From an optimization exercise on the open Yosys and OpenROAD flow, aimed at small area; shortcuts taken in it are not production practice. Function was checked by simulation only, so behaviour that the tests miss may differ from the original.

## the previous run
==> flow/design.v (excerpt) <==
module CORDIC_top #(parameter WIDTH = 16 , parameter ITERATIONS = 32) (
    input clk,
    input signed [WIDTH-1:0] x_start,
    input signed [WIDTH-1:0] y_start,
    input signed [31:0] angle_in,
    output signed [WIDTH-1:0] sine,
    output signed [WIDTH-1:0] cosine
);
Settings: LEC_CHECK=0, CAP_MARGIN=20, CORE_MARGIN=2, CORE_UTILIZATION=40, SLEW_MARGIN=20; clock period 6.0 ns.
standard.sh (not shown) runs the stock make flow with config.mk's settings and CLKGATE_MAP_FILE= SYNTH_SCRIPT=/design/flow/synth_recipe.tcl, a recipe that flattens the netlist after the stock synthesis.
==> flow/flow/run.sh <==
#!/bin/bash
# Own flow: the standard layout, with synthesis run through flow/my_synth.tcl
# (a different ABC script and no full-adder extraction) and clock tree
# synthesis without dummy loads and with small clock buffers; ports get the smallest buffer. Registers and
# their names are those of the standard synthesis.
set -euo pipefail
W=$(pwd)
export MY_WORK=$W
export MY_ABC_SCRIPT=$W/flow/abc_area.script
# synthesis only, with our script; the remaining steps are the standard.sh
make -C "$FLOW_HOME" DESIGN_CONFIG="$W/config.mk" WORK_HOME="$W/orfs" CLKGATE_MAP_FILE= \
  SYNTH_SCRIPT="$W/flow/my_synth.tcl" synth > "$W/own_synth.log" 2>&1
export CTS_ARGS="-sink_clustering_enable -repair_clock_nets -dont_use_dummy_load -buf_list {sky130_fd_sc_hd__clkbuf_8} -sink_clustering_size 14 -sink_clustering_max_diameter 70"
export BUFFER_PORTS_ARGS="-buffer_cell sky130_fd_sc_hd__buf_1"
bash "$W/standard.sh" > "$W/own_standard.log" 2>&1
==> flow/flow/abc_area.script <==
&get -n
&st
&dch
&nf -R 20 -p -F 8 -A 4
&put
topo
buffer -N 10
upsize -D 4500
dnsize -D 4500
stime -p
==> flow/flow/my_synth.tcl <==
# The standard synthesis (synth_recipe.tcl) with two changes for area:
# Yosys's abc calls use this flow's ABC script, and full/half adders are not
# extracted into fa/ha cells (ABC maps the adder logic itself).
proc abc {args} {
  set i [lsearch -exact $args -script]
  if {$i >= 0} { lset args [expr {$i + 1}] $::env(MY_ABC_SCRIPT) }
  puts "flow/my_synth.tcl: abc $args"
  yosys abc {*}$args
}
proc extract_fa {args} { puts "flow/my_synth.tcl: extract_fa skipped" }
source $::env(MY_WORK)/synth_recipe.tcl
## Diff of input files: the current run against the previous run
-- flow/design.v --
<<< the previous run, line 827
wire [16:0] yh32_n = yh31 + {{16{yom31}}, yop31 | yom31};
wire [15:0] c32 = xh32_n[15:0], s32 = yh32_n[15:0];
reg [15:0] r31s, r31c, r32s, r32c, r33s, r33c;
always @(posedge clk) begin
    r31s <= sgn_s[30] ? -s32 : s32;
    r31c <= sgn_c[30] ? -c32 : c32;
    r32s <= r31s; r32c <= r31c;
    r33s <= r32s; r33c <= r32c;
>>> the current run, line 827
wire [16:0] yh32_n = yh31 + {{16{yom31}}, yop31 | yom31};
wire [15:0] c32 = xh32_n[15:0], s32 = yh32_n[15:0];
wire [2:0] es = sgn_s[30] ? (yom31 ? 3'd2 : yop31 ? 3'd0 : 3'd1) : (yop31 ? 3'd1 : yom31 ? 3'b111 : 3'd0);
wire [2:0] ec = sgn_c[30] ? (xom31 ? 3'd2 : xop31 ? 3'd0 : 3'd1) : (xop31 ? 3'd1 : xom31 ? 3'b111 : 3'd0);
reg [15:0] r31s, r31c, r32s, r32c, r33s, r33c;
always @(posedge clk) begin
    r31s <= (yh31[15:0] ^ {16{sgn_s[30]}}) + {{13{es[2]}}, es};
    r31c <= (xh31[15:0] ^ {16{sgn_c[30]}}) + {{13{ec[2]}}, ec};
    r32s <= r31s; r32c <= r31c;
    r33s <= r32s; r33c <= r32c;
Findings:
There was hardly any difference in die width between the previous run and the current run.
The current run vs the previous run, area added between synthesis and finish went up by 0.34 points.
The utilization on the previous run is in line with that on the current run.
Going from the previous run to the current run, share of synthesized cell area in full adder, half adder and majority cells decreased 0.21 points, sum of routed wire segments on met1 decreased about 1.7%, die boundary height essentially unchanged.


RTL: one of the versions met above, not the one the previous note started from.
Size in the first run: about 13,000 cells after synthesis, roughly 2,300 flip-flops.
==> flow/config.mk <==
export PLATFORM = sky130hd
export DESIGN_NAME = CORDIC_top
export DESIGN_NICKNAME = CORDIC_top
export VERILOG_FILES = /design/flow/design.v
export SDC_FILE = /design/flow/constraint.sdc
export NUM_CORES = 4
export LEC_CHECK = 0
export CAP_MARGIN = 20
export CORE_MARGIN = 2
export CORE_UTILIZATION = 40
export SLEW_MARGIN = 20
==> flow/constraint.sdc <==
create_clock -name core_clock -period 6.0 [get_ports {clk}]
set_input_delay 1.2000 -clock core_clock [delete_from_list [all_inputs] [get_ports {clk}]]
set_output_delay 1.2000 -clock core_clock [all_outputs]
set_load 0.01 [all_outputs]
==> flow/flow/abc_area.script <==
&get -n
&st
&dch
&nf -R 20 -p -F 8 -A 4
&put
topo
buffer -N 16
upsize -D 5000
dnsize -D 5000
stime -p
Scripts as last shown in full above: flow/flow/run.sh, flow/flow/my_synth.tcl
The baseline passed the timing, DRC and antenna checks.
Change:
--- a/flow/design.v
+++ b/flow/design.v
@@ -822,20 +822,18 @@
 wire ycm31 = yS31[2:1] == 2'b11;    
 wire yop31 = ya31 & ycp31;    
 wire yom31 = yz31 & ycm31;    
 wire yz31_c = (yz31 & ~ycp31 & ~ycm31) | yop31;
 wire ya31_c = (ya31 & ~ycp31 & ~ycm31) | yom31;
 wire [16:0] yh32_n = yh31 + {{16{yom31}}, yop31 | yom31};
 wire [15:0] c32 = xh32_n[15:0], s32 = yh32_n[15:0];
-wire [2:0] es = sgn_s[30] ? (yom31 ? 3'd2 : yop31 ? 3'd0 : 3'd1) : (yop31 ? 3'd1 : yom31 ? 3'b111 : 3'd0);
-wire [2:0] ec = sgn_c[30] ? (xom31 ? 3'd2 : xop31 ? 3'd0 : 3'd1) : (xop31 ? 3'd1 : xom31 ? 3'b111 : 3'd0);
 reg [15:0] r31s, r31c, r32s, r32c, r33s, r33c;
 always @(posedge clk) begin
-    r31s <= (yh31[15:0] ^ {16{sgn_s[30]}}) + {{13{es[2]}}, es};
-    r31c <= (xh31[15:0] ^ {16{sgn_c[30]}}) + {{13{ec[2]}}, ec};
+    r31s <= sgn_s[30] ? -s32 : s32;
+    r31c <= sgn_c[30] ? -c32 : c32;
     r32s <= r31s; r32c <= r31c;
     r33s <= r32s; r33c <= r32c;
 end
 assign sine = r33s;
 assign cosine = r33c;
 endmodule
 module CORDIC_top #(parameter WIDTH = 16 , parameter ITERATIONS = 32) (
After rerunning:
- setup slack got worse by 0.12 ns
- design area barely changes
- via count came out higher slightly
- die area went up slightly
- core utilization goes down by 0.33 points

-- what the ideal ports hide --
The results above use ideal ports. As a check the final layouts listed here were re-extracted and re-timed, cells and wires unchanged.
Step 1: set_driving_cell puts a clkbuf_16 on clk and a buf_2 on each other input, an assumption about the parent block.
Step 2 adds t to the input delays and takes it off the output delays; t is the mean of the earliest and latest rising clock arrival at the registers after step 1. Input paths then give back, and output paths get back, about the clock's delay inside the block.
a / b / c = no drivers / after step 1 / after step 2; a / b = the first two.
run | shift t [ns] | setup slack, ns | hold slack, ns | worst register clock-pin slew, ns | worst slew at a driven data input, ns
the previous run | 1.048 | 0.225 / 0.225 / 0.225 | 0.260 / 0.260 / 0.260 | 0.10 / 0.10 | 0.04
the current run | 1.016 | 0.213 / 0.213 / 0.213 | 0.272 / 0.272 / 0.272 | 0.10 / 0.10 | 0.05
the first run of note 2 | 1.042 | 0.249 / 0.249 / 0.249 | 0.270 / 0.270 / 0.270 | 0.10 / 0.10 | 0.03
the second run of note 2 | 1.040 | 0.124 / 0.124 / 0.124 | 0.200 / 0.200 / 0.200 | 0.10 / 0.10 | 0.04
After both steps every run listed still meets setup and hold.
